From an optimization exercise on the open Yosys and OpenROAD flow, aimed at small area; shortcuts taken in it are not production practice.
In this exercise RTL edits were held to simulation tests only and were not proved equivalent to the original.
The clock cells of runs 4 to 7 come from the design's own scripts or RTL, not from TritonCTS.
The clock port is modelled as an ideal driver, which makes a skipped or thinned clock tree look cheaper than it is; a real chip needs a root buffer or a tree.
No activity file was given, so power comes from the tool's default toggle rates.

$ cat flow/design.v
`timescale 1ns / 1ps
module clockDivider(
    input i_clk,
    input i_reset,
    output [1:0] o_counter,
    output o_tick
    );
    reg [2:0] r_s;
    reg       r_p;
    reg [1:0] r_k;
    reg [2:0] r_c;
    wire w_sEnd  = r_s[2] & ~r_s[1];
    wire w_kStep = w_sEnd & ~r_p;
    wire w_cStep = w_kStep & r_k[1] & r_k[0];
    assign o_counter = r_k;
    assign o_tick = w_sEnd & r_p & r_k[1] & ~r_k[0] & r_c[1] & ~r_c[2];
    always @(posedge i_clk or posedge i_reset) begin
        if (i_reset) begin
            r_s <= 0;
            r_p <= 0;
            r_k <= 0;
            r_c <= 0;
        end
        else begin
            r_s <= {r_s[1:0], ~(r_s[2] | r_s[1])};
            r_p <= r_p ^ w_sEnd;
            r_k <= {r_k[1] ^ (w_kStep & r_k[0]), r_k[0] ^ w_kStep};
            if (w_cStep)
                r_c <= {r_c[1:0], ~(r_c[2] | r_c[1])};
        end
    end
endmodule
`timescale 1ns / 1ps
`timescale 1ns / 1ps
`timescale 1ns / 1ps
module bcdDigit(
    input i_clk,
    input i_reset,
    input i_en,
    input i_clr,
    output [3:0] o_d,
    output o_carry
    );
    reg [3:0] r_d;
    assign o_d = r_d;
    assign o_carry = i_en & r_d[3] & r_d[0];
    wire [3:0] w_next;
    assign w_next[0] = r_d[0] ^ i_en;
    assign w_next[1] = r_d[1] ^ (i_en & r_d[0] & ~r_d[3]);
    assign w_next[2] = r_d[2] ^ (i_en & r_d[0] & r_d[1]);
    assign w_next[3] = r_d[3] ^ (i_en & r_d[0] & (r_d[3] | (r_d[2] & r_d[1])));
    always @(posedge i_clk or posedge i_reset) begin
        if (i_reset)
            r_d <= 0;
        else
            r_d <= i_clr ? 4'd0 : w_next;
    end
endmodule
module counterData(
    input i_clk,
    input i_en,
    input i_reset,
    output [3:0] o_1000, o_100, o_10, o_1
    );
    reg  r_ov;
    wire w_c1, w_c10, w_c100, w_c1000;
    wire w_wrap = i_en & r_ov & (o_1000 == 6) & (o_100 == 3) & (o_10 == 8) & (o_1 == 3);
    bcdDigit dig1   (.i_clk(i_clk), .i_reset(i_reset), .i_en(i_en),   .i_clr(w_wrap), .o_d(o_1),    .o_carry(w_c1));
    bcdDigit dig10  (.i_clk(i_clk), .i_reset(i_reset), .i_en(w_c1),   .i_clr(w_wrap), .o_d(o_10),   .o_carry(w_c10));
    bcdDigit dig100 (.i_clk(i_clk), .i_reset(i_reset), .i_en(w_c10),  .i_clr(w_wrap), .o_d(o_100),  .o_carry(w_c100));
    bcdDigit dig1000(.i_clk(i_clk), .i_reset(i_reset), .i_en(w_c100), .i_clr(w_wrap), .o_d(o_1000), .o_carry(w_c1000));
    always @(posedge i_clk or posedge i_reset) begin
        if (i_reset)
            r_ov <= 0;
        else
            r_ov <= (r_ov | w_c1000) & ~w_wrap;
    end
endmodule
`timescale 1ns / 1ps
module decoder2x4(
    input [1:0] i_counter,
    output [3:0] o_fndDigit
    );
    reg [3:0] r_fndDigit;
    assign o_fndDigit = r_fndDigit;
    always @(*) begin
        case (i_counter)
            2'b00 : r_fndDigit = 4'b1110;
            2'b01 : r_fndDigit = 4'b1101;
            2'b10 : r_fndDigit = 4'b1011;
            2'b11 : r_fndDigit = 4'b0111;
        endcase
    end
endmodule
`timescale 1ns / 1ps
`timescale 1ns / 1ps
module MUX4(
    input [3:0] i_1000, i_100, i_10, i_1,
    input [1:0] i_counter,
    output [3:0] o_data
    );
    reg [3:0] r_data;
    assign o_data = r_data;
    always @(*) begin
        case (i_counter)
            2'b00: r_data = i_1;
            2'b01: r_data = i_10;
            2'b10: r_data = i_100;
            2'b11: r_data = i_1000;
        endcase
    end
endmodule
`timescale 1ns / 1ps
module BCDtoFNDdecoder(
    input [3:0] i_data,
    output [7:0] o_fndData
    );
    reg [7:0] r_fndData;
    assign o_fndData = r_fndData;
    always @(*) begin
        case (i_data)
            4'h0 : r_fndData = 8'hc0;
            4'h1 : r_fndData = 8'hf9;
            4'h2 : r_fndData = 8'ha4;
            4'h3 : r_fndData = 8'hb0;
            4'h4 : r_fndData = 8'h99;
            4'h5 : r_fndData = 8'h92;
            4'h6 : r_fndData = 8'h82;
            4'h7 : r_fndData = 8'hf8;
            4'h8 : r_fndData = 8'h80;
            4'h9 : r_fndData = 8'h90;
            default: r_fndData = 8'hxx;
        endcase
    end
endmodule
`timescale 1ns / 1ps
module upCounter(
    input i_clk,
    input i_reset,
    output [3:0] o_fndDigit,
    output [7:0] o_fndData
    );
    wire       w_scanTick, w_countTick;
    wire [1:0] w_counter;
    wire [3:0] w_1000, w_100, w_10, w_1, w_data;
    clockDivider clkDiv(
        .i_clk(i_clk),
        .i_reset(i_reset),
        .o_counter(w_counter),
        .o_tick(w_countTick)
    );
    decoder2x4 deco2x4(
        .i_counter(w_counter),
        .o_fndDigit(o_fndDigit)
    );
    counterData cntData(
        .i_clk(i_clk),
        .i_en(w_countTick),
        .i_reset(i_reset),
        .o_1(w_1),
        .o_10(w_10),
        .o_100(w_100),
        .o_1000(w_1000)
    );
    MUX4 mux(
        .i_1(w_1),
        .i_10(w_10),
        .i_100(w_100),
        .i_1000(w_1000),
        .i_counter(w_counter),
        .o_data(w_data)
    );
    BCDtoFNDdecoder bcdFndDeco(
        .i_data(w_data),
        .o_fndData(o_fndData)
    );
endmodule
$ cat flow/run.sh
#!/bin/bash
# synth_recipe.tcl (not shown) runs the flow's synth.tcl, then flattens the netlist and writes it again
# the make line also repeats each setting of config.mk as NAME=value (left out here)
make -C /OpenROAD-flow-scripts/flow DESIGN_CONFIG=/design/flow/config.mk WORK_HOME=/design/flow/orfs CLKGATE_MAP_FILE= SYNTH_SCRIPT=/design/flow/synth_recipe.tcl finish
$ cat flow/config.mk
export PLATFORM = sky130hd
export DESIGN_NAME = upCounter
export DESIGN_NICKNAME = upCounter
export VERILOG_FILES = /design/flow/design.v
export SDC_FILE = /design/flow/constraint.sdc
export NUM_CORES = 4
export LEC_CHECK = 0
export CAP_MARGIN = 20
export CORE_MARGIN = 2
export CORE_UTILIZATION = 40
export CTS_BUF_LIST = sky130_fd_sc_hd__clkbuf_16
export SLEW_MARGIN = 20
$ cat flow/constraint.sdc
create_clock -name core_clock -period 120.0 [get_ports {i_clk}]
set_input_delay 24.0000 -clock core_clock [delete_from_list [all_inputs] [get_ports {i_clk}]]
set_output_delay 24.0000 -clock core_clock [all_outputs]
set_load 0.01 [all_outputs]
==> results.toml, run 1 <==
[global_routing]
grt_overflow_total = 0
antenna_found_initial = 0
grt_pass1_wl_mm = 5.04
grt_pass1_vias = 1044
track_usage = 0.155
grt_max_degree = 27

[timing]
finalCriticalPeriod_ns = 26.62
layout_worst_path_cycle_share = 0.222
max_freq_mhz = 37.6
setup_viol = 0
holdWs_ns = 0.362
maxSlewViolCount = 0
clock_skew_ns = 0.00657
finalHoldViolCount = 0
rsz0062_at_grt = "false"
setup_slack_ns = 93.38
fin_setup_tns_ns = 0

[floorplanning]
initial_core_util = 0.424
core_um2 = 3420
dieWidth_um = 64.2
design.die.area_um2 = 4120
num_rows = 21
num_io_pins = 14
die_h_um = 64.2

[clock_tree]
path_clk_slew_ns = 0.07
cts_hold_buf = 0
cts_sinks = 26
numCtsBuffers = 3
cts-resized-gates = 0
cts_tree = "done"
h-tree-depth = 1
root_buffer = "clkbuf_16"
post_cts_buffers = 0
cts_buffer_depth = 2
worstSkewPairLatency_ns = 0.26

[placement]
dp_slack_ns = 93.64
port_buffers = 12
place.gp.congestion = 0.845
dpl.hpwl_mm = 2.01

[pwr]
p_per_area_nw_per_um2 = 9.78
ir_drop_mv = 0.00791
leakage_nw = 0.770

[hold_path]
worstHoldPathCells = 0
min_to = "clkDiv.r_s[1]$_DFF_PP0_"
hp-class = "reg2reg"
hp-start = "clkDiv.r_s[0]$_DFF_PP0_"

[worst_setup_path]
crit_slowest_cell = "mux4_2"
path_delay_family = "buffers and inverters"
arrival_ns = 2.62
r2r_setup_slack_ns = 117.82
setup.worst_path.class = "reg2out"
cp_slowest_stage_delay_ns = 0.61
r2r-end = "cntData.dig1000.r_d[1]$_DFF_PP0_"
crit_path_max_fanout = 10
required_ns = 96.00
worst-path-buf-inv = 2
startpoint_type = "flip-flop"
reg2regPathDepth = 8
path_cells = "mux4_2 -> inv_1 -> ha_1 -> a211oi_1 -> clkdlybuf4s50_1"
endpoint_kind = "output pin"
r2r_start = "clkDiv.r_k[1]$_DFF_PP0_"

[route]
drc = 0
routed_wl_mm = 2.77
ant_nets = 0
first_pass_iters = 4
wl_per_cell_um = 14.2
vias_per_cell = 5.07
vias = 989
drtIter0Drc = 8

[cells_and_area]
layout-drive-gt1-share = 0.0872
utilization = 0.493
area_growth_pct = 16.4
fin_nets = 164
seq_area_um2 = 651
fill_cells = 304
multi_input_area_um2 = 729
antenna_cells = 0

[logic_synthesis]
synthCells = 136
synth_fp_nets = 150
syn-cell-area_um2 = 1450
synth_edf_count = 0
synth-seq-cells = 26
synthArstFlopShare = 1.00
yosysUniqueCellTypes = 33
synth_flop_cell = "dfrtp_1"
synth_warnings = 6
avgSynthCellArea_um2 = 10.6
seq_area_frac_synth = 0.449

[flow_run]
drv_cap = 0

[status]
outcome = "timing/DRC/antenna clean"
## kinds of logic after synthesis
| logic type | synth area share |
|---|---|
| DFF | 0.449 |
| muxes | 0.0994 |
| adders and majority gates | 0.104 |
| xor gates and xnor gates | 0.0544 |
| and+or+nand+nor | 0.212 |
| other | 0.00259 |
| AOI/OAI and AO/OA | 0.0320 |
| buffers and inverters | 0.0467 |
## state kept, by name (all words and copies together), names as in the netlist
signal / cells
clkDiv.r_c: 3
clkDiv.r_s: 3
cntData.dig1000.r_d: 4
cntData.dig100.r_d: 4
cntData.dig1.r_d: 4
cntData.dig10.r_d: 4
clkDiv.r_p: 1
clkDiv.r_k: 2
cntData.r_ov: 1
## how the worst max path moves through the flow
stage	from	to	depth (start not counted)
after global routing	clkDiv.r_k[1]$_DFF_PP0_	o_fndData[3]	5
after CTS	clkDiv.r_k[1]$_DFF_PP0_	o_fndData[3]	5
after global placement	clkDiv.r_k[1]$_DFF_PP0_	o_fndData[3]	5
after detailed placement	clkDiv.r_k[1]$_DFF_PP0_	o_fndData[3]	5
final	clkDiv.r_k[1]$_DFF_PP0_	o_fndData[3]	5
after floorplan	clkDiv.r_k[1]$_DFF_PP0_	o_fndData[3]	5
## placed cells by master, fill, tap and decap left out
cell type / instances
nand3_1: 4
nor2b_1: 9
nor3_2: 1
a211oi_1: 1
inv_1: 8
xnor2_1: 5
nor4b_1: 1
nand4_1: 3
conb_1: 1
mux2i_1: 2
nor3b_1: 1
mux4_2: 4
nand3b_1: 1
mux2_2: 3
a21oi_1: 2
a31oi_1: 1
xor2_1: 4
and3_1: 1
dfrtp_1: 26
clkdlybuf4s50_1: 12
o21ai_0: 2
nand2b_1: 4
nor3_1: 2
o31ai_1: 1
clkinv_1: 2
or3_1: 1
nand2_1: 11
ha_1: 12
and4_1: 2
buf_8: 1
clkbuf_16: 3
nor2_1: 14
o21ai_1: 1
or2_2: 1
or2_0: 2
## per-layer routing
metal  track usage  wire length, um  vias up
met4        0.0426               49        0
met5             0                0        -
met2         0.249             1280       30
li1              -                -      476
met1         0.218             1350      476
met3        0.0264               99        7
## report_power, final
group	leakage [nW]	switching, mW	internal, mW	total [mW]
sequential	0.344	0	0.00876	0.00876
clock	0.0385	0.00298	0.00446	0.00744
combinational	0.388	0.000197	0.0000758	0.000273
total	0.770	0.00318	0.0133	0.0165
## metrics by stage
step | instances | total power, mW | instance area (um^2)
floorplan | 136 | 0.00910 | 1450
global placement | 190 | 0.00914 | 1590
detailed placement | 190 | 0.00916 | 1590
CTS | 194 | 0.0164 | 1670
global route | 195 | 0.0170 | 1690
finish | 195 | 0.0165 | 1690
## synthesized netlist by cell type, drive strengths merged (4+ instances only)
cell type  instances  area, um^2
dfrtp             26         651
nor2              14        52.6
ha                12         150
nand2             11        41.3
inv                9        33.8
nor2b              9        56.3
xnor2              5        43.8
buf                4        33.8
mux4               4        90.1
nand2b             4        25.0
nand3              4        20.0
xor2               4        35.0
## area by class of cell
cell class                      instances  share of cell area
Sequential cell                        26               0.386
Inverter                                9              0.0200
Clock buffer                            3              0.0445
Clock inverter                          1             0.00223
Timing Repair Buffer                   13              0.0802
Multi-Input combinational cell         97               0.433
Tap cell                               46              0.0341
==> inputs of run 2 (changes only) <==
--- a/flow/config.mk
+++ b/flow/config.mk
@@ -8,5 +8,5 @@
 export CAP_MARGIN = 20
 export CORE_MARGIN = 2
 export CORE_UTILIZATION = 40
-export CTS_BUF_LIST = sky130_fd_sc_hd__clkbuf_16
+export CTS_BUF_LIST = sky130_fd_sc_hd__clkbuf_8
 export SLEW_MARGIN = 20
==> run 2 against run 1 <==
Effect of this change: still clean on timing, DRC and antenna; hold slack better by 0.0074 ns; synthesized cell count is the same; sequential cell count unchanged; clock skew decreased by 0.0038 ns; setup slack got worse by 0.022 ns; first-iteration DRC count grew to 3.4 times the previous value; sequential power about the same; final cell count shrank 0.51%; wire length fell by 2.3%; sequential share of layout area increased by 0.91 points; largest cell class unchanged.
==> results.toml, run 2 <==
[route]
vias_per_cell = 5.11
ant_nets = 0
wl_per_cell_um = 14.0
first_pass_iters = 4
drc = 0
routed_wl_mm = 2.71
vias = 991
drtIter0Drc = 27

[status]
outcome = "timing/DRC/antenna clean"

[logic_synthesis]
synth_warnings = 6
synth_area_leaders = "dfrtp_1 45%, ha_1 10%, mux4_2 6.2%, nor2b_1 3.9%, nor2_1 3.6%"
yosysUniqueCellTypes = 33
seq_area_frac_synth = 0.449
synthArstFlopShare = 1.00
avgSynthCellArea_um2 = 10.6
netlist.area_leader.share = 0.449
synth_fp_nets = 150
synth.most_common_cell = "dfrtp_1"
synth-seq-cells = 26
synthTopCellsByCount = "26 x dfrtp_1, 14 x nor2_1, 12 x ha_1"
syn-cell-area_um2 = 1450
synth_edf_count = 0
yosys.area.top_type = "dfrtp_1"
synth_flop_cell = "dfrtp_1"
synthCells = 136

[worst_setup_path]
crit_path_max_fanout = 10
crit_slowest_cell = "mux4_2"
r2r_start = "clkDiv.r_k[1]$_DFF_PP0_"
cp_slowest_stage_delay_ns = 0.62
startpoint_type = "flip-flop"
path_cells = "mux4_2 -> inv_1 -> ha_1 -> a211oi_1 -> clkdlybuf4s50_1"
crit_start = "clkDiv.r_k[1]$_DFF_PP0_"
setup.worst_path.class = "reg2out"
arrival_ns = 2.65
required_ns = 96.00
endpoint_kind = "output pin"

[clock_tree]
cts_sinks = 26
worstSkewPairLatency_ns = 0.26
path_clk_slew_ns = 0.09
cts_hold_buf = 0
numCtsBuffers = 3
root_buffer = "clkbuf_8"
cts-resized-gates = 0
h-tree-depth = 1
cts_buffer_depth = 2
cts_tree = "done"
post_cts_buffers = 0

[timing]
max_freq_mhz = 37.5
rsz0062_at_grt = "false"
worstMarginPinSlew_ns = 0.937
finalHoldViolCount = 0
slew-limit-headroom = 0.372
maxSlewViolCount = 0
finalCriticalPeriod_ns = 26.65
fin_setup_tns_ns = 0
setup_slack_ns = 93.35
holdWs_ns = 0.369
layout_worst_path_cycle_share = 0.222
clock_skew_ns = 0.00275
setup_viol = 0

[hold_path]
hp-start = "clkDiv.r_s[0]$_DFF_PP0_"
hp-class = "reg2reg"

[cells_and_area]
area_growth_pct = 13.7
antenna_cells = 0
layout-drive-gt1-share = 0.0878
final_cell_area_um2 = 1650
finalNonFillerCells = 194
utilization = 0.482
final_cell_mix = "26 x dfrtp_1, 14 x nor2_1, 12 x ha_1, 12 x clkdlybuf4s50_1, 11 x nand2_1"
final_common_cell = "dfrtp_1"
fill_cells = 312
fin_nets = 163

[floorplanning]
num_rows = 21
num_io_pins = 14
core_um2 = 3420
design.die.area_um2 = 4120
die_h_um = 64.2
initial_core_util = 0.424
dieWidth_um = 64.2

[global_routing]
grt.met2_usage = 0.236
grt_pass1_wl_mm = 4.86
grt_pass1_vias = 1049
grt_use_met3 = 0.0211
track_usage = 0.149
antenna_found_initial = 0
grt_util_met1 = 0.208
grt_overflow_total = 0
top_usage_layer = "met2"
grt_max_degree = 27

[placement]
place.gp.congestion = 0.845
dpl_cell_area_um2 = 1590
dpl.hpwl_mm = 2.01
port_buffers = 12
dp_slack_ns = 93.64
dp_cells = 190

[pwr]
p_per_area_nw_per_um2 = 8.84
leakage_nw = 0.753
ir_drop_mv = 0.00598
design_power_total_mw = 0.0146

[flow_run]
drv_cap = 0
## run 2: final cells by class
type | instances | area, um^2 | share of cell area
multi-input cells | 97 | 729 | 0.443
flip-flops and latches | 26 | 651 | 0.395
well taps | 46 | 57.6 | 0.0350
clock buffers | 4 | 55.1 | 0.0334
inverters | 9 | 33.8 | 0.0205
repair buffers | 12 | 120 | 0.0729
## run 2: power by group
part	total, mW	leakage [nW]	internal [mW]	switching (mW)
clock network	0.00558	0.0288	0.00293	0.00266
registers	0.00875	0.344	0.00875	0
logic	0.000216	0.381	0.0000309	0.000185
total	0.0146	0.753	0.0117	0.00284
## run 2: worst paths after layout
check,end,slack (ns),cells after the start
setup / recovery,o_fndData[3],93.35,5
hold / removal,clkDiv.r_s[1]$_DFF_PP0_,0.37,0
setup reg to reg,cntData.dig1000.r_d[1]$_DFF_PP0_,117.81,8
hold reg to reg,clkDiv.r_s[1]$_DFF_PP0_,0.37,0
max in group asynchronous,cntData.dig1.r_d[0]$_DFF_PP0_,95.43,2
min in group asynchronous,clkDiv.r_s[0]$_DFF_PP0_,24.13,2
## run 2: kinds of logic (layout without fill, tap and decap cells)
family	count (synthesis)	in the layout	synth area share
AOI/OAI and AO/OA	8	8	0.0320
xor gates and xnor gates	9	9	0.0544
adders and majority gates	12	12	0.104
buffers and inverters	13	25	0.0467
DFF	26	26	0.449
muxes	9	9	0.0994
other	1	1	0.00259
and+or+nand+nor	58	58	0.212
## run 2: routing by layer
metal	share of wire	up-vias
met4	0.016	0
met5	0	-
li1	-	475
met2	0.48	25
met3	0.037	4
met1	0.47	487
## run 2: critical path: cells and delay by family (launching register included)
| kind | cells | cell delay (ns) |
|---|---|---|
| AOI/OAI and AO/OA | 1 | 0.21 |
| DFF | 1 | 0.60 |
| buffers and inverters | 2 | 0.70 |
| muxes | 1 | 0.62 |
| adders and majority gates | 1 | 0.25 |
==> inputs of run 3 (changes only) <==
==> flow/flow/run.sh (new file) <==
#!/bin/bash
# Own layout flow: the standard synthesis, then the combinational logic between
# the registers re-mapped for area (every register cell and name kept), then
# the standard ORFS layout with 1x port buffers and a one-level clock tree.
set -euo pipefail
W=$(pwd)
R=$W/orfs/results/$FLOW_PLATFORM/upCounter/base
YOSYS=$(command -v yosys || echo $FLOW_HOME/../tools/install/yosys/bin/yosys)

bash standard.sh synth > synth.log 2>&1
cp "$R/1_2_yosys.v" "$W/std_synth.v"

"$YOSYS" -c flow/reopt.tcl > reopt.log 2>&1
cp "$W/reopt_synth.v" "$R/1_2_yosys.v"
rm -f "$R/1_synth.odb" "$R/1_synth.sdc"

export BUFFER_PORTS_ARGS="-buffer_cell sky130_fd_sc_hd__buf_1"
export CTS_ARGS="${CTS_ARGS_OVERRIDE:--sink_clustering_enable -repair_clock_nets -buf_list sky130_fd_sc_hd__clkbuf_8 -root_buf sky130_fd_sc_hd__clkbuf_8 -sink_clustering_size 40 -sink_clustering_max_diameter 200 -dont_use_dummy_load}"
bash standard.sh finish > finish.log 2>&1
==> flow/flow/reopt.tcl (new file) <==
# Re-map the standard synthesis's combinational logic for area. Registers are
# kept as black boxes, so their cells and instance names do not change.
set lib $::env(FLOW_HOME)/platforms/sky130hd/lib/sky130_fd_sc_hd__tt_025C_1v80.lib
yosys read_liberty -overwrite -ignore_miss_func $lib
yosys read_verilog std_synth.v
yosys hierarchy -top $::env(FLOW_TOP)
set fh [open $lib r]
set seq {}
while {[gets $fh line] >= 0} {
  if {[regexp {cell\s*\(\s*"?(sky130_fd_sc_hd__(df|dl|sdf|edf|sedf)\w+)"?\s*\)} $line -> c]} {
    lappend seq $c
  }
}
close $fh
foreach c [lsort -unique $seq] { yosys blackbox $c }
yosys flatten
yosys opt -purge
# the platform's don't-use cells, from its config.mk
set fh [open $::env(FLOW_HOME)/platforms/sky130hd/config.mk r]
set cfg [read $fh]
close $fh
regexp {DONT_USE_CELLS \+= \\(.*?)\n\s*#} $cfg -> du
set dont_use {}
foreach c [concat [regexp -all -inline {sky130_fd_sc_hd__\w+} $du] sky130_fd_sc_hd__ha_1 sky130_fd_sc_hd__fa_1] { lappend dont_use -dont_use $c }
puts "dont_use: $dont_use"
set fh [open abc_area.script w]
puts $fh "&get -n\n&st\n&deepsyn -T 20\n&put\ndch -f\namap\ntopo"
close $fh
yosys abc -liberty $lib {*}$dont_use -script abc_area.script
# cell definitions again (black boxes) so that the checks know the pin directions
yosys read_liberty -lib -overwrite $lib
yosys opt_clean -purge
yosys splitnets
yosys opt_clean -purge
yosys hilomap -singleton -hicell sky130_fd_sc_hd__conb_1 HI -locell sky130_fd_sc_hd__conb_1 LO
yosys insbuf -buf sky130_fd_sc_hd__buf_1 A X
yosys check -assert -mapped
yosys stat -liberty $lib
yosys write_verilog -noattr -nohex -nodec -selected reopt_synth.v
==> flow/standard.sh (new file) <==
#!/bin/bash
# synth_recipe.tcl (not shown) runs the flow's synth.tcl, then flattens the netlist and writes it again
# the make line also repeats each setting of config.mk as NAME=value (left out here)
make -C /OpenROAD-flow-scripts/flow DESIGN_CONFIG=/design/flow/config.mk WORK_HOME=/design/flow/orfs CLKGATE_MAP_FILE= SYNTH_SCRIPT=/design/flow/synth_recipe.tcl "${@:-finish}"
--- a/flow/config.mk
+++ b/flow/config.mk
@@ -8,5 +8,4 @@
 export CAP_MARGIN = 20
 export CORE_MARGIN = 2
 export CORE_UTILIZATION = 40
-export CTS_BUF_LIST = sky130_fd_sc_hd__clkbuf_8
 export SLEW_MARGIN = 20
removed: flow/run.sh
==> run 3 against run 2 <==
Effect of this change: highest routed layer unchanged; largest power group unchanged; sequential cell count did not move; area after synthesis is 15% lower; die area down 14%; setup slack improved by 0.30 ns; power decreased by 5.8%; sequential power hardly changed; register-to-register slack lost 0.45 ns; global-route usage grew 0.33 points; fmax up 1.1%.
==> results.toml, run 3 <==
[status]
outcome = "timing/DRC/antenna clean"

[timing]
layout_worst_path_cycle_share = 0.220
max_freq_mhz = 38.0
worstMarginPinSlew_ns = 0.908
finalHoldViolCount = 0
setup_slack_ns = 93.65
setup_viol = 0
slew-limit-headroom = 0.391
holdWs_ns = 0.357
clock_skew_ns = 0.00558
rsz0062_at_grt = "false"
maxSlewViolCount = 0
fin_setup_tns_ns = 0
finalCriticalPeriod_ns = 26.35

[pwr]
pwr-share-comb = 0.014
design_power_total_mw = 0.0137
swShare = 0.197
p_per_area_nw_per_um2 = 10.5
p_int_mw = 0.0110
p_sw_mw = 0.00270
sequentialPowerShare = 0.638
ir_drop_mv = 0.00407
leakage_nw = 0.572
clockPowerShare = 0.348

[clock_tree]
path_clk_slew_ns = 0.08
worstSkewPairLatency_ns = 0.27
cts_sinks = 26
cts_hold_buf = 0
numCtsBuffers = 3
cts-resized-gates = 0
cts_buffer_depth = 2
h-tree-depth = 1
root_buffer = "clkbuf_8"
post_cts_buffers = 0
cts_tree = "done"

[floorplanning]
core_um2 = 2980
design.die.area_um2 = 3530
num_io_pins = 14
die_h_um = 59.4
initial_core_util = 0.413
dieWidth_um = 59.4
num_rows = 20

[cells_and_area]
finalNonFillerCells = 187
fill_cells = 311
final_cell_mix = "37 x nor2_1, 26 x dfrtp_1, 13 x clkinv_1"
final_cell_area_um2 = 1310
utilization = 0.440
antenna_cells = 0
area_growth_pct = 6.72
final_common_cell = "nor2_1"
layout-drive-gt1-share = 0.0195
fin_nets = 158

[route]
ant_nets = 0
drtIter0Drc = 94
vias_per_cell = 5.36
vias = 1002
drc = 0
routed_wl_mm = 2.35
wl_per_cell_um = 12.6
first_pass_iters = 4

[logic_synthesis]
synthCells = 151
syn-cell-area_um2 = 1230
avgSynthCellArea_um2 = 8.14
synth_warnings = 6
synth_fp_nets = 153

[placement]
dpl_cell_area_um2 = 1270
place.gp.congestion = 0.877
dp_slack_ns = 93.95
dpl.hpwl_mm = 1.79
dp_cells = 184
port_buffers = 12

[global_routing]
grt_pass1_wl_mm = 4.04
grt_pass1_vias = 895
grt_max_degree = 27
track_usage = 0.153
antenna_found_initial = 0
grt_overflow_total = 0

[worst_setup_path]
startpoint_type = "flip-flop"
arrival_ns = 2.35
required_ns = 96.00
crit_path_max_fanout = 6
r2r_setup_slack_ns = 117.36
setup.worst_path.class = "reg2out"
endpoint_kind = "output pin"
r2r-end = "cntData.dig1000.r_d[1]$_DFF_PP0_"
r2r_start = "clkDiv.r_k[0]$_DFF_PP0_"
reg2regPathDepth = 11

[flow_run]
drv_cap = 0

[hold_path]
min_to = "clkDiv.r_s[1]$_DFF_PP0_"
hp-start = "clkDiv.r_s[0]$_DFF_PP0_"
worstHoldPathCells = 0
hp-class = "reg2reg"
run 3: final cells by class:
class / count / area (um^2) / area share
clock buffer: 3 / 41.3 / 0.0315
timing repair buffer: 12 / 45.0 / 0.0344
sequential: 26 / 651 / 0.496
tap: 33 / 41.3 / 0.0315
inverter: 13 / 48.8 / 0.0372
multi-input combinational: 100 / 484 / 0.369
run 3: worst max path at each step:
stage	slack, ns	end	start
after floorplan	94.20	o_fndData[6]	clkDiv.r_k[0]$_DFF_PP0_
final	93.65	o_fndData[6]	clkDiv.r_k[0]$_DFF_PP0_
after CTS	93.64	o_fndData[6]	clkDiv.r_k[0]$_DFF_PP0_
after global placement	94.10	o_fndData[6]	clkDiv.r_k[0]$_DFF_PP0_
after global routing	93.36	o_fndData[6]	clkDiv.r_k[0]$_DFF_PP0_
after detailed placement	93.95	o_fndData[6]	clkDiv.r_k[0]$_DFF_PP0_
run 3: worst max-delay path, cell delays in order, from the launching register on:
cell and delay (ns):
dfrtp_1 0.38, clkinv_1 0.11, nand2_1 0.19, o22ai_1 0.10, nor2_1 0.13, o21ai_0 0.15, o22ai_1 0.28, nor2_1 0.07
o21ai_0 0.22, clkinv_1 0.12, nor2_1 0.13, nor3_1 0.06, buf_1 0.14
run 3: per-layer routing:
metal  global-route usage  wire, um  vias up
met5                    0         0        -
met4               0.0682        45        0
met3               0.0284       170        5
met2                0.221       959       38
met1                0.220      1170      449
li1                     -         -      510
run 3: power groups by stage:
| stage | registers (mW) | logic (mW) | clock network, mW |
|---|---|---|---|
| 6_report | 0.00875 | 0.000189 | 0.00477 |
| 5_1_grt | 0.00876 | 0.000233 | 0.00531 |
| 4_1_cts | 0.00875 | 0.000206 | 0.00493 |
| 3_5_place_dp | 0.00893 | 0.000211 | 0 |
| 3_3_place_gp | 0.00893 | 0.000203 | 0 |
| 2_1_floorplan | 0.00893 | 0.000154 | 0 |
==> inputs of run 4 (changes only) <==
==> flow/flow/run.sh (replaced) <==
#!/bin/bash
# Own layout flow: the standard synthesis, then the combinational logic between
# the registers re-mapped for area (every register cell and name kept), then
# the standard ORFS layout with 1x port buffers and a clock tree of one buffer.
set -euo pipefail
W=$(pwd)
R=$W/orfs/results/$FLOW_PLATFORM/upCounter/base
YOSYS=$(command -v yosys || echo $FLOW_HOME/../tools/install/yosys/bin/yosys)
OPENROAD=$(command -v openroad || echo $FLOW_HOME/../tools/install/OpenROAD/bin/openroad)

bash standard.sh synth > synth.log 2>&1
cp "$R/1_2_yosys.v" "$W/std_synth.v"

"$YOSYS" -c flow/reopt.tcl > reopt.log 2>&1
cp "$W/reopt_synth.v" "$R/1_2_yosys.v"
rm -f "$R/1_synth.odb" "$R/1_synth.sdc"

export BUFFER_PORTS_ARGS="-buffer_cell sky130_fd_sc_hd__buf_1"
bash standard.sh place > place.log 2>&1

RESULTS="$R" CLOCK_PORT=i_clk CLOCK_BUF=${CLOCK_BUF:-sky130_fd_sc_hd__clkbuf_16} \
  "$OPENROAD" -no_init -exit flow/cts.tcl > cts.log 2>&1
cp "$R/4_1_cts.odb" "$R/4_cts.odb"

bash standard.sh finish > finish.log 2>&1
==> flow/flow/cts.tcl (new file) <==
# Clock tree of one buffer: the clock port drives a single clock buffer, placed
# at the centre of the registers, which drives every register's clock pin.
set plat $::env(FLOW_HOME)/platforms/sky130hd
set res $::env(RESULTS)
read_lef $plat/lef/sky130_fd_sc_hd.tlef
read_lef $plat/lef/sky130_fd_sc_hd_merged.lef
read_liberty $plat/lib/sky130_fd_sc_hd__tt_025C_1v80.lib
read_db $res/3_place.odb
read_sdc $res/3_place.sdc
source $plat/setRC.tcl

set block [ord::get_db_block]
set clknet [$block findNet $::env(CLOCK_PORT)]
set master [[ord::get_db] findMaster $::env(CLOCK_BUF)]
set inst [odb::dbInst_create $block $master clkbuf_root]
set newnet [odb::dbNet_create $block clknet_root]
$newnet setSigType CLOCK
$clknet setSigType CLOCK
set sx 0; set sy 0; set n 0
foreach it [$clknet getITerms] {
  set i [$it getInst]
  set loc [$i getLocation]
  incr sx [lindex $loc 0]; incr sy [lindex $loc 1]; incr n
  $it disconnect
  $it connect $newnet
}
[$inst findITerm A] connect $clknet
[$inst findITerm X] connect $newnet
$inst setLocation [expr {$sx / $n}] [expr {$sy / $n}]
$inst setPlacementStatus PLACED
puts "clock buffer $::env(CLOCK_BUF) drives $n sinks"

set_placement_padding -global -left 0 -right 0
detailed_placement
check_placement -verbose

set_propagated_clock [all_clocks]
estimate_parasitics -placement
set mx 0
foreach p [get_pins -hier */CLK] { set s [get_property $p slew_max]; if {$s > $mx} {set mx $s} }
puts "largest register clock slew (placement estimate): $mx"
report_checks -path_delay min -format full_clock_expanded
report_worst_slack -min
report_worst_slack -max

write_db $res/4_1_cts.odb
write_sdc -no_timestamp $res/4_cts.sdc
==> run 4 against run 3 <==
Effect of this change: still clean; cell area shrank 1.2%; setup slack gained 0.11 ns; critical path depth is the same; sequential power is essentially flat; synthesized cell count is the same; via count shrank 0.80%; register-to-register slack is essentially flat; core utilization shrank 0.55 points; global-route usage shrank 1.2 points; highest routed layer is now met3.
==> results.toml, run 4 <==
[timing]
rsz0062_at_grt = "false"
layout_worst_path_cycle_share = 0.219
clock_skew_ns = 0.00287
fin_setup_tns_ns = 0
finalHoldViolCount = 0
maxSlewViolCount = 0
finalCriticalPeriod_ns = 26.24
worstMarginPinSlew_ns = 0.927
setup_viol = 0
slew-limit-headroom = 0.378
max_freq_mhz = 38.1

[cells_and_area]
finalNonFillerCells = 185
final_cell_mix = "37 x nor2_1, 26 x dfrtp_1, 13 x clkinv_1"
area_growth_pct = 5.40
antenna_cells = 0
fin_nets = 156
final_common_cell = "nor2_1"
fill_cells = 313
layout-drive-gt1-share = 0.00658

[clock_tree]
worstSkewPairLatency_ns = 0.16
path_clk_slew_ns = 0.10

[floorplanning]
num_rows = 20
initial_core_util = 0.413
num_io_pins = 14
die_h_um = 59.4
dieWidth_um = 59.4
core_um2 = 2980
design.die.area_um2 = 3530

[route]
first_pass_iters = 4
wl_per_cell_um = 12.3
vias_per_cell = 5.37
routed_wl_mm = 2.28
ant_nets = 0
drtIter0Drc = 72
drc = 0
vias = 994

[global_routing]
antenna_found_initial = 0
grt_pass1_vias = 874
grt_pass1_wl_mm = 4.00
track_usage = 0.141
grt_max_degree = 27
grt_overflow_total = 0

[worst_setup_path]
endpoint_kind = "output pin"
crit_path_max_fanout = 6
required_ns = 96.00
startpoint_type = "flip-flop"
arrival_ns = 2.24
setup.worst_path.class = "reg2out"

[logic_synthesis]
synthCells = 151
synth_fp_nets = 153
synth_warnings = 6
syn-cell-area_um2 = 1230
avgSynthCellArea_um2 = 8.14

[flow_run]
drv_cap = 0

[pwr]
p_per_area_nw_per_um2 = 9.76
ir_drop_mv = 0.00424
leakage_nw = 0.562

[placement]
port_buffers = 12
place.gp.congestion = 0.877
dpl.hpwl_mm = 1.79
dp_cells = 184

[hold_path]
hp-class = "reg2reg"

[status]
outcome = "timing/DRC/antenna clean"
-- run 4: power by group --
| part | switching (mW) | total, mW | internal [mW] |
|---|---|---|---|
| clock network | 0.00215 | 0.00369 | 0.00154 |
| logic | 0.000182 | 0.000192 | 0.00000997 |
| registers | 0 | 0.00876 | 0.00876 |
-- run 4: path summary, 6_finish.rpt --
check	startpoint	endpoint	slack [ns]	cells after the start
max	clkDiv.r_k[0]$_DFF_PP0_	o_fndData[6]	93.76	12
min	clkDiv.r_s[0]$_DFF_PP0_	clkDiv.r_s[1]$_DFF_PP0_	0.36	0
max reg2reg	clkDiv.r_k[0]$_DFF_PP0_	cntData.dig1000.r_d[1]$_DFF_PP0_	117.37	11
min reg2reg	clkDiv.r_s[0]$_DFF_PP0_	clkDiv.r_s[1]$_DFF_PP0_	0.36	0
max in group asynchronous	i_reset	cntData.dig1000.r_d[2]$_DFF_PP0_	95.68	2
min in group asynchronous	i_reset	cntData.dig10.r_d[2]$_DFF_PP0_	23.89	2
-- run 4: metrics by stage --
stage / utilization / total power, mW / cell area, um^2 / hold WS, ns / worst slack [ns]
floorplan: - / 0.00908 / 1230 / 0.331 / 94.20
global placement: 0.426 / 0.00913 / 1270 / 0.336 / 94.10
detailed placement: 0.426 / 0.00914 / 1270 / 0.346 / 93.95
global route: 0.435 / 0.0132 / 1290 / 0.367 / 93.47
finish: 0.435 / 0.0126 / 1290 / 0.360 / 93.76
-- run 4: layout make-up --
type	count	area (um^2)	share of cell area
plain buffers	1	25.0	0.0193
inverters	13	48.8	0.0377
multi-input cells	100	484	0.374
flip-flops and latches	26	651	0.502
well taps	33	41.3	0.0319
repair buffers	12	45.0	0.0348
-- run 4: layer usage --
layer / part of all wire / up-vias / GRT usage
met3: 0.042 / 0 / 0.00873
met5: 0 / - / 0
met4: 0 / 0 / 0.00325
li1: - / 508 / -
met1: 0.54 / 464 / 0.220
met2: 0.42 / 22 / 0.226
-- run 4: critical path, cell delays in order, from the launching register on --
cell,delay [ns]
dfrtp_1,0.38
clkinv_1,0.11
nand2_1,0.19
o22ai_1,0.10
nor2_1,0.14
o21ai_0,0.15
o22ai_1,0.27
nor2_1,0.07
o21ai_0,0.22
clkinv_1,0.12
nor2_1,0.13
nor3_1,0.06
buf_1,0.14
==> inputs of run 5 (changes only) <==
--- a/flow/flow/run.sh
+++ b/flow/flow/run.sh
@@ -1,7 +1,8 @@
 #!/bin/bash
 # Own layout flow: the standard synthesis, then the combinational logic between
 # the registers re-mapped for area (every register cell and name kept), then
-# the standard ORFS layout with 1x port buffers and a clock tree of one buffer.
+# the standard ORFS layout with 1x port buffers and a one-level clock tree
+# (the clock port drives two buffers, each driving half the registers).
 set -euo pipefail
 W=$(pwd)
 R=$W/orfs/results/$FLOW_PLATFORM/upCounter/base
@@ -18,7 +19,7 @@
 export BUFFER_PORTS_ARGS="-buffer_cell sky130_fd_sc_hd__buf_1"
 bash standard.sh place > place.log 2>&1
 
-RESULTS="$R" CLOCK_PORT=i_clk CLOCK_BUF=${CLOCK_BUF:-sky130_fd_sc_hd__clkbuf_16} \
+RESULTS="$R" CLOCK_PORT=i_clk CLOCK_BUF=sky130_fd_sc_hd__buf_12 CLOCK_NBUF=1 \
   "$OPENROAD" -no_init -exit flow/cts.tcl > cts.log 2>&1
 cp "$R/4_1_cts.odb" "$R/4_cts.odb"
 
==> flow/flow/cts.tcl (replaced) <==
# Clock tree of one level: the clock port drives CLOCK_NBUF clock buffers
# (cell CLOCK_BUF), each placed at the centre of its share of the registers
# (registers split into groups by position) and driving their clock pins.
set plat $::env(FLOW_HOME)/platforms/sky130hd
set res $::env(RESULTS)
read_lef $plat/lef/sky130_fd_sc_hd.tlef
read_lef $plat/lef/sky130_fd_sc_hd_merged.lef
read_liberty $plat/lib/sky130_fd_sc_hd__tt_025C_1v80.lib
read_db $res/3_place.odb
read_sdc $res/3_place.sdc
source $plat/setRC.tcl

set block [ord::get_db_block]
set clknet [$block findNet $::env(CLOCK_PORT)]
$clknet setSigType CLOCK
set master [[ord::get_db] findMaster $::env(CLOCK_BUF)]
set nbuf $::env(CLOCK_NBUF)

# sinks sorted by x (or by y for the second split), then cut into groups
set sinks {}
foreach it [$clknet getITerms] {
  set loc [[$it getInst] getLocation]
  lappend sinks [list $it [lindex $loc 0] [lindex $loc 1]]
}
set sinks [lsort -integer -index 1 $sinks]
set n [llength $sinks]
for {set b 0} {$b < $nbuf} {incr b} {
  set lo [expr {($n * $b) / $nbuf}]
  set hi [expr {($n * ($b + 1)) / $nbuf - 1}]
  set inst [odb::dbInst_create $block $master clkbuf_root_$b]
  set net [odb::dbNet_create $block clknet_root_$b]
  $net setSigType CLOCK
  set sx 0; set sy 0; set m 0
  foreach s [lrange $sinks $lo $hi] {
    set it [lindex $s 0]
    incr sx [lindex $s 1]; incr sy [lindex $s 2]; incr m
    $it disconnect
    $it connect $net
  }
  [$inst findITerm A] connect $clknet
  [$inst findITerm X] connect $net
  $inst setLocation [expr {$sx / $m}] [expr {$sy / $m}]
  $inst setPlacementStatus PLACED
  puts "clock buffer $b ($::env(CLOCK_BUF)) drives $m sinks"
}

set_placement_padding -global -left 0 -right 0
detailed_placement
check_placement -verbose

set_propagated_clock [all_clocks]
estimate_parasitics -placement
set mx 0
foreach p [get_pins -hier */CLK] { set s [get_property $p slew_max]; if {$s > $mx} {set mx $s} }
puts "largest register clock slew (placement estimate): $mx"
report_worst_slack -min
report_worst_slack -max

if {[info exists ::env(CTS_DRYRUN)]} { exit }
write_db $res/4_1_cts.odb
write_sdc -no_timestamp $res/4_cts.sdc
--- a/flow/config.mk
+++ b/flow/config.mk
@@ -7,5 +7,5 @@
 export LEC_CHECK = 0
 export CAP_MARGIN = 20
 export CORE_MARGIN = 2
-export CORE_UTILIZATION = 40
+export CORE_UTILIZATION = 70
 export SLEW_MARGIN = 20
==> run 5 against run 4 <==
Effect of this change: area after synthesis is the same; sequential share of layout area grew 0.99 points; final cell count shrank 8.6%; setup slack lost 0.052 ns; sequential power is essentially flat; largest cell class unchanged; sequential cell count is the same; power shrank 2.1%; via count shrank 2.4%; still clean on timing, DRC and antenna; core utilization grew 32 points; synthesized cell count is the same; critical endpoint unchanged; first-iteration DRC count shrank 65%.
==> results.toml, run 5 <==
[hold_path]
hp-start = "clkDiv.r_s[0]$_DFF_PP0_"
hp-class = "reg2reg"
worstHoldPathCells = 0
min_to = "clkDiv.r_s[1]$_DFF_PP0_"

[pwr]
p_sw_mw = 0.00224
ir_drop_mv = 0.00979
leakage_nw = 0.560
pwr-share-comb = 0.015
swShare = 0.181
p_int_mw = 0.0101
clockPowerShare = 0.277
sequentialPowerShare = 0.708
p_per_area_nw_per_um2 = 9.74

[cells_and_area]
utilization = 0.752
fin_nets = 156
area_growth_pct = 3.36
finalNonFillerCells = 169
final_common_cell = "nor2_1"
antenna_cells = 0
layout-drive-gt1-share = 0.00658
fill_cells = 130
final_cell_mix = "37 x nor2_1, 26 x dfrtp_1, 13 x clkinv_1"

[route]
first_pass_iters = 4
drc = 0
drtIter0Drc = 25
vias = 970
ant_nets = 0
vias_per_cell = 5.74
wl_per_cell_um = 12.7
routed_wl_mm = 2.15

[floorplanning]
dieWidth_um = 45.9
core_um2 = 1690
initial_core_util = 0.727
design.die.area_um2 = 2110
die_h_um = 45.9
num_io_pins = 14
num_rows = 15

[timing]
rsz0062_at_grt = "false"
worstMarginPinSlew_ns = 0.895
max_freq_mhz = 38.0
setup_viol = 0
slew-limit-headroom = 0.399
clock_skew_ns = 0.00202
finalCriticalPeriod_ns = 26.29
finalHoldViolCount = 0
maxSlewViolCount = 0
fin_setup_tns_ns = 0
layout_worst_path_cycle_share = 0.219

[placement]
place.gp.congestion = 0.885
dpl.hpwl_mm = 1.69
dp_cells = 168
port_buffers = 12

[worst_setup_path]
setup.worst_path.class = "reg2out"
r2r_start = "clkDiv.r_k[0]$_DFF_PP0_"
crit_path_max_fanout = 6
required_ns = 96.00
arrival_ns = 2.29
reg2regPathDepth = 11
startpoint_type = "flip-flop"
endpoint_kind = "output pin"
r2r_setup_slack_ns = 117.34
r2r-end = "cntData.dig1000.r_d[1]$_DFF_PP0_"

[logic_synthesis]
synthCells = 151
avgSynthCellArea_um2 = 8.14
synth_fp_nets = 153
syn-cell-area_um2 = 1230
synth_warnings = 6

[clock_tree]
worstSkewPairLatency_ns = 0.13
path_clk_slew_ns = 0.10

[flow_run]
drv_cap = 0

[status]
outcome = "timing/DRC/antenna clean"

[global_routing]
antenna_found_initial = 0
track_usage = 0.233
grt_overflow_total = 0
grt_max_degree = 27
grt_pass1_vias = 828
grt_pass1_wl_mm = 3.71
==> run 5: cell count changes in the layout (fill, tap and decap cells not counted) <==
cell / previous run / this run
buf_12: 0 / 1
clkbuf_16: 1 / 0
==> run 5: layout make-up <==
class	instances	area (um^2)	share of cell area
Multi-Input combinational cell	100	484	0.381
Tap cell	17	21.3	0.0167
Buffer	1	20.0	0.0158
Timing Repair Buffer	12	45.0	0.0355
Sequential cell	26	651	0.512
Inverter	13	48.8	0.0384
==> run 5: metal layers <==
| metal | vias up | global-route usage | part of all wire |
|---|---|---|---|
| li1 | 502 | - | - |
| met1 | 426 | 0.364 | 0.49 |
| met2 | 38 | 0.364 | 0.43 |
| met3 | 4 | 0.0198 | 0.064 |
| met4 | 0 | 0.0286 | 0.0098 |
| met5 | - | 0 | 0 |
==> run 5: critical path: stages, from the launching register on <==
cell and delay [ns]:
dfrtp_1 0.38, clkinv_1 0.12, nand2_1 0.20, o22ai_1 0.10, nor2_1 0.13, o21ai_0 0.15, o22ai_1 0.30, nor2_1 0.07
o21ai_0 0.23, clkinv_1 0.12, nor2_1 0.15, nor3_1 0.07, buf_1 0.14
==> run 5: worst max-delay path by stage <==
stage,startpoint,endpoint,slack [ns]
2_1_floorplan,clkDiv.r_k[0]$_DFF_PP0_,o_fndData[6],94.20
3_3_place_gp,clkDiv.r_k[0]$_DFF_PP0_,o_fndData[6],94.10
3_5_place_dp,clkDiv.r_k[0]$_DFF_PP0_,o_fndData[6],93.90
5_1_grt,clkDiv.r_k[0]$_DFF_PP0_,o_fndData[6],93.40
6_report,clkDiv.r_k[0]$_DFF_PP0_,o_fndData[6],93.71
==> run 5: stage by stage <==
step           total power, mW  hold slack, ns  area, um^2  worst slack (ns)
6_report                0.0124           0.371        1270             93.71
3_3_place_gp           0.00912           0.341        1250             94.10
3_5_place_dp           0.00912           0.336        1250             93.90
2_1_floorplan          0.00908           0.331        1230             94.20
5_1_grt                 0.0128           0.388        1270             93.40
==> run 5: power groups by stage <==
| stage | Sequential [mW] | Combinational [mW] | Clock (mW) |
|---|---|---|---|
| finish | 0.00876 | 0.000187 | 0.00343 |
| detailed placement | 0.00893 | 0.000195 | 0 |
| global route | 0.00875 | 0.000233 | 0.00383 |
| floorplan | 0.00893 | 0.000154 | 0 |
| global placement | 0.00893 | 0.000192 | 0 |
==> inputs of run 6 (changes only) <==
==> flow/design.v (replaced) <==
`timescale 1ns / 1ps
module clockDivider(
    input i_clk,
    input i_reset,
    output [1:0] o_counter,
    output [1:0] o_phase,
    output o_start,
    output o_last
    );
    reg [2:0] r_s;
    reg [1:0] r_q;
    reg [1:0] r_k;
    reg [2:0] r_c;
    wire w_k2    = r_k[1] & ~r_k[0];
    wire w_kStep = r_s[2] & ~r_s[1] & ~r_q[0];
    wire w_cStep = r_s[1] & r_s[0] & ~r_q[1] & r_q[0] & w_k2;
    assign o_counter = r_k;
    assign o_phase = r_q;
    assign o_start = w_cStep & r_c[1] & r_c[0];
    assign o_last = r_s[2] & ~r_s[1] & r_q[1] & r_q[0] & w_k2 & r_c[2] & r_c[1];
    always @(posedge i_clk or posedge i_reset) begin
        if (i_reset) begin
            r_s <= 0;
            r_q <= 0;
            r_k <= 0;
            r_c <= 0;
        end
        else begin
            r_s <= {r_s[1:0], ~(r_s[2] | r_s[1])};
            r_q <= {r_q[1] ^ r_q[0], ~r_q[0]};
            r_k <= {r_k[1] ^ (w_kStep & r_k[0]), r_k[0] ^ w_kStep};
            if (w_cStep)
                r_c <= {r_c[1:0], ~(r_c[2] | r_c[1])};
        end
    end
endmodule
`timescale 1ns / 1ps
`timescale 1ns / 1ps
`timescale 1ns / 1ps
module bcdDigit(
    input [3:0] r_d,
    input i_en,
    output [3:0] o_next,
    output o_carry
    );
    wire w_t1 = i_en & r_d[0];
    wire w_x  = w_t1 & ~r_d[3];
    wire w_t2 = w_x & r_d[1];
    wire w_t3 = w_t2 & r_d[2];
    assign o_next[0] = r_d[0] ^ i_en;
    assign o_next[1] = r_d[1] ^ w_x;
    assign o_next[2] = r_d[2] ^ w_t2;
    assign o_next[3] = w_t1 ? w_t3 : r_d[3];
    assign o_carry = w_t1 & r_d[3];
endmodule
module counterData(
    input i_clk,
    input i_reset,
    input [1:0] i_phase,
    input i_start,
    input i_last,
    output [3:0] o_slot0, o_slot1, o_slot2, o_slot3
    );
    reg  [3:0] r_slot0, r_slot1, r_slot2, r_slot3;
    reg        r_carry;
    reg        r_ov;
    wire [3:0] w_next;
    wire       w_carry;
    assign o_slot0 = r_slot0;
    assign o_slot1 = r_slot1;
    assign o_slot2 = r_slot2;
    assign o_slot3 = r_slot3;
    wire w_ones = ~i_phase[1] & i_phase[0];
    wire w_cin  = i_start | (r_carry & ~w_ones);
    bcdDigit inc(.r_d(r_slot0), .i_en(w_cin), .o_next(w_next), .o_carry(w_carry));
    wire w_wrap = i_last & r_ov
                & ~r_slot0[2] & r_slot0[1] & r_slot0[0]     
                & r_slot1[2] & r_slot1[1]                   
                & r_slot2[2] & ~r_slot2[1] & ~r_slot2[0]    
                & r_slot3[3] & ~r_slot3[0];                 
    always @(posedge i_clk or posedge i_reset) begin
        if (i_reset) begin
            r_slot0 <= 0;
            r_slot1 <= 0;
            r_slot2 <= 0;
            r_slot3 <= 0;
            r_carry <= 0;
            r_ov <= 0;
        end
        else begin
            r_slot0 <= {r_slot1[3], r_slot1[2:1] & {2{~w_wrap}}, r_slot1[0]};
            r_slot1 <= {r_slot2[3], r_slot2[2] & ~w_wrap, r_slot2[1:0]};
            r_slot2 <= {r_slot3[3] & ~w_wrap, r_slot3[2:0]};
            r_slot3 <= {w_next[3:2], w_next[1:0] & {2{~w_wrap}}};
            r_carry <= w_carry;
            r_ov    <= (r_ov | (r_carry & w_ones)) & ~w_wrap;
        end
    end
endmodule
`timescale 1ns / 1ps
module decoder2x4(
    input [1:0] i_counter,
    output [3:0] o_fndDigit
    );
    reg [3:0] r_fndDigit;
    assign o_fndDigit = r_fndDigit;
    always @(*) begin
        case (i_counter)
            2'b00 : r_fndDigit = 4'b1110;
            2'b01 : r_fndDigit = 4'b1101;
            2'b10 : r_fndDigit = 4'b1011;
            2'b11 : r_fndDigit = 4'b0111;
        endcase
    end
endmodule
`timescale 1ns / 1ps
`timescale 1ns / 1ps
module MUX4(
    input [3:0] i_slot0, i_slot1, i_slot2, i_slot3,
    input [1:0] i_counter,
    input [1:0] i_phase,
    output [3:0] o_data
    );
    wire [1:0] w_sel = i_counter - i_phase + 2'd1;
    reg [3:0] r_data;
    assign o_data = r_data;
    always @(*) begin
        case (w_sel)
            2'b00: r_data = i_slot0;
            2'b01: r_data = i_slot1;
            2'b10: r_data = i_slot2;
            2'b11: r_data = i_slot3;
        endcase
    end
endmodule
`timescale 1ns / 1ps
module BCDtoFNDdecoder(
    input [3:0] i_data,
    output [7:0] o_fndData
    );
    reg [7:0] r_fndData;
    assign o_fndData = r_fndData;
    always @(*) begin
        case (i_data)
            4'h0 : r_fndData = 8'hc0;
            4'h1 : r_fndData = 8'hf9;
            4'h2 : r_fndData = 8'ha4;
            4'h3 : r_fndData = 8'hb0;
            4'h4 : r_fndData = 8'h99;
            4'h5 : r_fndData = 8'h92;
            4'h6 : r_fndData = 8'h82;
            4'h7 : r_fndData = 8'hf8;
            4'h8 : r_fndData = 8'h80;
            4'h9 : r_fndData = 8'h90;
            default: r_fndData = 8'hxx;
        endcase
    end
endmodule
`timescale 1ns / 1ps
module upCounter(
    input i_clk,
    input i_reset,
    output [3:0] o_fndDigit,
    output [7:0] o_fndData
    );
    wire       w_start, w_last;
    wire [1:0] w_counter, w_phase;
    wire [3:0] w_slot0, w_slot1, w_slot2, w_slot3, w_data;
    clockDivider clkDiv(
        .i_clk(i_clk),
        .i_reset(i_reset),
        .o_counter(w_counter),
        .o_phase(w_phase),
        .o_start(w_start),
        .o_last(w_last)
    );
    decoder2x4 deco2x4(
        .i_counter(w_counter),
        .o_fndDigit(o_fndDigit)
    );
    counterData cntData(
        .i_clk(i_clk),
        .i_reset(i_reset),
        .i_phase(w_phase),
        .i_start(w_start),
        .i_last(w_last),
        .o_slot0(w_slot0),
        .o_slot1(w_slot1),
        .o_slot2(w_slot2),
        .o_slot3(w_slot3)
    );
    MUX4 mux(
        .i_slot0(w_slot0),
        .i_slot1(w_slot1),
        .i_slot2(w_slot2),
        .i_slot3(w_slot3),
        .i_counter(w_counter),
        .i_phase(w_phase),
        .o_data(w_data)
    );
    BCDtoFNDdecoder bcdFndDeco(
        .i_data(w_data),
        .o_fndData(o_fndData)
    );
endmodule
--- a/flow/flow/run.sh
+++ b/flow/flow/run.sh
@@ -2,7 +2,7 @@
 # Own layout flow: the standard synthesis, then the combinational logic between
 # the registers re-mapped for area (every register cell and name kept), then
 # the standard ORFS layout with 1x port buffers and a one-level clock tree
-# (the clock port drives two buffers, each driving half the registers).
+# (the clock port drives one buffer, which drives every register).
 set -euo pipefail
 W=$(pwd)
 R=$W/orfs/results/$FLOW_PLATFORM/upCounter/base
--- a/flow/flow/reopt.tcl
+++ b/flow/flow/reopt.tcl
@@ -23,10 +23,38 @@
 set dont_use {}
 foreach c [concat [regexp -all -inline {sky130_fd_sc_hd__\w+} $du] sky130_fd_sc_hd__ha_1 sky130_fd_sc_hd__fa_1] { lappend dont_use -dont_use $c }
 puts "dont_use: $dont_use"
-set fh [open abc_area.script w]
-puts $fh "&get -n\n&st\n&deepsyn -T 20\n&put\ndch -f\namap\ntopo"
-close $fh
-yosys abc -liberty $lib {*}$dont_use -script abc_area.script
+# Several ABC runs (different seeds of its deep synthesis); the smallest
+# mapping is kept. All of them compute the same logic.
+yosys design -save pre_abc
+set best_area 1e18
+set best_run ""
+set runs {}
+foreach map {amap {amap -m}} {
+  lappend runs "strash\ndch -f\n$map\ntopo"
+  foreach seed {1 2 3 4 5 6} {
+    lappend runs "&get -n\n&st\n&deepsyn -T 10 -S $seed\n&put\ndch -f\n$map\ntopo"
+  }
+}
+set i 0
+foreach script $runs {
+  yosys design -load pre_abc
+  set fh [open abc_area_$i.script w]
+  puts $fh $script
+  close $fh
+  yosys abc -liberty $lib {*}$dont_use -script abc_area_$i.script
+  yosys read_liberty -lib -overwrite $lib
+  set st [yosys tee -q -s result.string stat -liberty $lib]
+  regexp {Chip area for module '\\[^']*': ([0-9.]+)} $st -> area
+  puts "abc run $i: area $area"
+  if {$area < $best_area} {
+    set best_area $area
+    set best_run $i
+    yosys design -save best_abc
+  }
+  incr i
+}
+puts "kept abc run $best_run: area $best_area"
+yosys design -load best_abc
 # cell definitions again (black boxes) so that the checks know the pin directions
 yosys read_liberty -lib -overwrite $lib
 yosys opt_clean -purge
--- a/flow/config.mk
+++ b/flow/config.mk
@@ -6,6 +6,7 @@
 export NUM_CORES = 4
 export LEC_CHECK = 0
 export CAP_MARGIN = 20
-export CORE_MARGIN = 2
-export CORE_UTILIZATION = 70
+export CORE_AREA = 2.3 2.72 57.04 57.12
+export DIE_AREA = 0 0 59.42 59.42
+export PLACE_DENSITY = 0.9
 export SLEW_MARGIN = 20
==> run 6 against run 5 <==
Effect of this change: die area is 68% higher; setup slack worse by 0.78 ns; global-route usage is 11 points lower; final cell count is 0.59% lower; cell area is 1.2% higher; clock skew is 0.00078 ns lower; combinational power is 36% higher; wire length is 3.1% lower; critical endpoint is now o_fndData[1]; largest cell class unchanged.
==> results.toml, run 6 <==
[status]
outcome = "timing/DRC/antenna clean"

[timing]
setup_viol = 0
worstMarginPinSlew_ns = 0.640
clock_skew_ns = 0.00124
setup_slack_ns = 92.92
holdWs_ns = 0.384
rsz0062_at_grt = "false"
finalHoldViolCount = 0
layout_worst_path_cycle_share = 0.226
slew-limit-headroom = 0.572
max_freq_mhz = 36.9
fin_setup_tns_ns = 0
maxSlewViolCount = 0
finalCriticalPeriod_ns = 27.08

[cells_and_area]
final_cell_area_um2 = 1280
finalNonFillerCells = 168
area_growth_pct = 6.87
utilization = 0.432
antenna_cells = 0
layout-drive-gt1-share = 0.0222
fin_nets = 139
final_common_cell = "dfrtp_1"
fill_cells = 266
final_cell_mix = "28 x dfrtp_1, 20 x clkinv_1, 19 x nor2_1"

[pwr]
p_per_area_nw_per_um2 = 10.3
ir_drop_mv = 0.00537
leakage_nw = 0.551
design_power_total_mw = 0.0132

[route]
drtIter0Drc = 59
first_pass_iters = 4
routed_wl_mm = 2.08
drc = 0
vias = 857
vias_per_cell = 5.10
wl_per_cell_um = 12.4
ant_nets = 0

[global_routing]
antenna_found_initial = 0
grt_overflow_total = 0
grt_max_degree = 29
track_usage = 0.125
grt_pass1_wl_mm = 3.45
grt_pass1_vias = 767

[worst_setup_path]
arrival_ns = 3.08
r2r-end = "cntData.r_slot3[2]$_DFF_PP0_"
endpoint_kind = "output pin"
crit_start = "clkDiv.r_k[1]$_DFF_PP0_"
cp-endpoint = "o_fndData[1]"
required_ns = 96.00
crit_path_max_fanout = 7
reg2regPathDepth = 11
setup.worst_path.class = "reg2out"
r2r_start = "clkDiv.r_q[0]$_DFF_PP0_"
r2r_setup_slack_ns = 117.88
startpoint_type = "flip-flop"

[logic_synthesis]
syn-cell-area_um2 = 1200
avgSynthCellArea_um2 = 9.04
synthCells = 133
synth_warnings = 5
synth_fp_nets = 135

[floorplanning]
design.die.area_um2 = 3530
num_io_pins = 14
core_um2 = 2980
initial_core_util = 0.404
die_h_um = 59.4
num_rows = 20
dieWidth_um = 59.4

[placement]
dpl_cell_area_um2 = 1240
dp_cells = 166
dpl.hpwl_mm = 1.67
port_buffers = 12
place.gp.congestion = 0.847
dp_slack_ns = 93.14

[hold_path]
hp-start = "cntData.r_slot3[1]$_DFF_PP0_"
hp-class = "reg2reg"

[flow_run]
drv_cap = 0

[clock_tree]
path_clk_slew_ns = 0.10
worstSkewPairLatency_ns = 0.13
==> run 6: final cells by class <==
| cell class | instances | area [um^2] | share of cell area |
|---|---|---|---|
| plain buffers | 1 | 20.0 | 0.0156 |
| inverters | 20 | 75.1 | 0.0584 |
| multi-input cells | 73 | 388 | 0.302 |
| flip-flops and latches | 28 | 701 | 0.545 |
| well taps | 33 | 41.3 | 0.0321 |
| repair buffers | 13 | 60.1 | 0.0467 |
==> run 6: how the worst min path moves through the flow <==
stage	end	cells past startpoint	slack, ns
after global routing	cntData.r_slot2[1]$_DFF_PP0_	0	0.40
final	cntData.r_slot2[1]$_DFF_PP0_	0	0.38
after floorplan	cntData.r_slot0[0]$_DFF_PP0_	0	0.35
after global placement	clkDiv.r_s[1]$_DFF_PP0_	0	0.36
after detailed placement	cntData.r_slot2[1]$_DFF_PP0_	0	0.36
==> run 6: per-layer routing <==
layer / vias to the layer above / global-route usage / share of wire
li1: 435 / - / -
met1: 398 / 0.168 / 0.46
met2: 18 / 0.212 / 0.49
met3: 6 / 0.0109 / 0.033
met4: 0 / 0.0390 / 0.021
met5: - / 0 / 0
==> run 6: worst max-delay path, stage by stage, from the launching register on <==
cell,delay (ns)
dfrtp_1,0.45
o21ai_0,0.33
clkinv_1,0.14
a32oi_1,0.37
clkinv_1,0.17
a222oi_1,0.33
o21ai_0,0.25
nor2b_1,0.19
nor2_1,0.06
nor3_1,0.23
nand2_1,0.10
o21ai_0,0.12
nor3_1,0.07
buf_1,0.14
==> run 6: where the power goes <==
part	internal [mW]	switching, mW	total (mW)	leakage [nW]
logic	0.0000545	0.000200	0.000255	0.169
clock network	0.00136	0.00214	0.00350	0.00940
registers	0.00943	0	0.00943	0.372
==> inputs of run 7 (changes only) <==
--- a/flow/flow/run.sh
+++ b/flow/flow/run.sh
@@ -19,7 +19,7 @@
 export BUFFER_PORTS_ARGS="-buffer_cell sky130_fd_sc_hd__buf_1"
 bash standard.sh place > place.log 2>&1
 
-RESULTS="$R" CLOCK_PORT=i_clk CLOCK_BUF=sky130_fd_sc_hd__buf_12 CLOCK_NBUF=1 \
+RESULTS="$R" CLOCK_PORT=i_clk CLOCK_BUF=sky130_fd_sc_hd__buf_4 CLOCK_NBUF=2 \
   "$OPENROAD" -no_init -exit flow/cts.tcl > cts.log 2>&1
 cp "$R/4_1_cts.odb" "$R/4_cts.odb"
 
==> run 7 against run 6 <==
Effect of this change: still clean on timing, DRC and antenna; register-to-register slack lost 0.02 ns; clock skew increased by 0.0014 ns; critical path depth is the same; final cell count up 0.60%; critical endpoint unchanged; highest routed layer unchanged.
==> results.toml, run 7 <==
[route]
first_pass_iters = 4
wl_per_cell_um = 12.6
ant_nets = 0
vias = 867
drtIter0Drc = 31
routed_wl_mm = 2.14
vias_per_cell = 5.13
drc = 0

[worst_setup_path]
worst-path-buf-inv = 3
crit_path_max_fanout = 7
endpoint_kind = "output pin"
setup.worst_path.class = "reg2out"
crit_top_cell = "o21ai_0"
cp_slowest_stage_delay_ns = 0.46
path_delay_family = "compound AO/OA/AOI/OAI gates"
required_ns = 96.00
crit_start = "clkDiv.r_k[1]$_DFF_PP0_"
cp-endpoint = "o_fndData[1]"
startpoint_type = "flip-flop"
cp.depth = 13
arrival_ns = 3.12
r2r_setup_slack_ns = 117.86
path_cells = "o21ai_0 -> clkinv_1 -> a32oi_1 -> clkinv_1 -> a222oi_1 -> o21ai_0 -> nor2b_1 -> nor2_1 -> nor3_1 -> nand2_1 -> o21ai_0 -> nor3_1 -> buf_1"
crit_slowest_cell = "dfrtp_1"
r2r-end = "cntData.r_slot3[2]$_DFF_PP0_"
reg2regPathDepth = 11
r2r_start = "clkDiv.r_q[0]$_DFF_PP0_"

[timing]
fin_setup_tns_ns = 0
layout_worst_path_cycle_share = 0.226
slew-limit-headroom = 0.553
finalHoldViolCount = 0
finalCriticalPeriod_ns = 27.12
rsz0062_at_grt = "false"
setup_slack_ns = 92.88
worstMarginPinSlew_ns = 0.668
clock_skew_ns = 0.00264
max_freq_mhz = 36.9
maxSlewViolCount = 0
setup_viol = 0

[pwr]
pwr-share-comb = 0.020
ir_drop_mv = 0.00348
swShare = 0.187
sequentialPowerShare = 0.739
p_sw_mw = 0.00239
p_int_mw = 0.0104
p_per_area_nw_per_um2 = 9.97
clockPowerShare = 0.241
leakage_nw = 0.551

[logic_synthesis]
avgSynthCellArea_um2 = 9.04
synth_warnings = 5
syn-cell-area_um2 = 1200
synth_fp_nets = 135
synthCells = 133

[global_routing]
antenna_found_initial = 0
grt_overflow_total = 0
grt_max_degree = 29
grt_pass1_wl_mm = 3.57
track_usage = 0.128
grt_pass1_vias = 806

[floorplanning]
core_um2 = 2980
num_rows = 20
dieWidth_um = 59.4
design.die.area_um2 = 3530
die_h_um = 59.4
num_io_pins = 14
initial_core_util = 0.404

[placement]
place.gp.congestion = 0.847
dpl.hpwl_mm = 1.67
dp_slack_ns = 93.14
port_buffers = 12

[hold_path]
hp-start = "cntData.r_slot3[1]$_DFF_PP0_"
hp-class = "reg2reg"
worstHoldPathCells = 0

[cells_and_area]
final_common_cell = "dfrtp_1"
antenna_cells = 0
fill_cells = 268
layout-drive-gt1-share = 0.0294
fin_nets = 140
final_cell_mix = "28 x dfrtp_1, 20 x clkinv_1, 19 x nor2_1"
area_growth_pct = 6.45

[flow_run]
drv_cap = 0

[clock_tree]
worstSkewPairLatency_ns = 0.15
path_clk_slew_ns = 0.12

[status]
outcome = "timing/DRC/antenna clean"
## run 7: how the worst min path moves through the flow
stage | to | slack, ns
floorplan | cntData.r_slot0[0]$_DFF_PP0_ | 0.35
global placement | clkDiv.r_s[1]$_DFF_PP0_ | 0.36
detailed placement | cntData.r_slot2[1]$_DFF_PP0_ | 0.36
global route | cntData.r_slot2[1]$_DFF_PP0_ | 0.41
finish | cntData.r_slot2[1]$_DFF_PP0_ | 0.39
## run 7: final cells by class
type                    count  area [um^2]  area share
plain buffers               2         15.0      0.0117
inverters                  20         75.1      0.0587
multi-input cells          73          388       0.303
flip-flops and latches     28          701       0.547
well taps                  33         41.3      0.0323
repair buffers             13         60.1      0.0469
## run 7: power by group through the flow
stage               registers [mW]  logic (mW)  clock network (mW)
floorplan                  0.00962    0.000164                   0
global placement           0.00962    0.000208                   0
detailed placement         0.00962    0.000212                   0
global route               0.00943    0.000296             0.00356
finish                     0.00943    0.000255             0.00307
## run 7: stage by stage
step	area, um^2	hold slack [ns]	util	power, mW	std cells
after floorplan	1200	0.353	-	0.00978	133
after global placement	1240	0.358	0.418	0.00982	166
after detailed placement	1240	0.362	0.418	0.00983	166
after global routing	1280	0.407	0.430	0.0133	169
final	1280	0.387	0.430	0.0128	169
## run 7: layer usage
metal | track usage | wire length (um)
met3 | 0.0131 | 74
met1 | 0.170 | 961
met4 | 0.0422 | 38
met5 | 0 | 0
met2 | 0.218 | 1060

==> afterwards: timing with drivers on the ports <==
No port has a modelled driver above. Below, the same layouts with a new extraction and two added sets of constraints.
Step 1 sets driving cells, clkbuf_16 on the clock port and buf_2 on the other inputs (assumed; they add their load-dependent delay and slew).
Step 2, shift: input delay + t, output delay - t, t = (earliest + latest rising clock arrival at the registers) / 2. This alone moves slack from input paths to output paths.
Slacks: ideal ports / drivers / drivers and shift; pairs: ideal ports / drivers.
| run | shift t [ns] | setup WS [ns] | slew at the worst register clock pin (ns) | worst slew at a driven data input, ns | pins driven straight from the clock port |
|---|---|---|---|---|---|
| run 1 | 0.285 | 93.377 / 93.350 / 93.635 | 0.07 / 0.07 | 0.03 | 1 |
| run 2 | 0.287 | 93.354 / 93.330 / 93.617 | 0.09 / 0.09 | 0.03 | 1 |
| run 3 | 0.288 | 93.652 / 93.628 / 93.916 | 0.08 / 0.08 | 0.03 | 1 |
| run 4 | 0.182 | 93.759 / 93.734 / 93.917 | 0.10 / 0.10 | 0.03 | 1 |
| run 5 | 0.157 | 93.708 / 93.680 / 93.837 | 0.10 / 0.10 | 0.03 | 1 |
| run 6 | 0.161 | 92.924 / 92.894 / 93.054 | 0.10 / 0.10 | 0.03 | 1 |
| run 7 | 0.180 | 92.879 / 92.850 / 93.031 | 0.12 / 0.12 | 0.03 | 2 |
After both steps setup and hold are still met in every run listed.
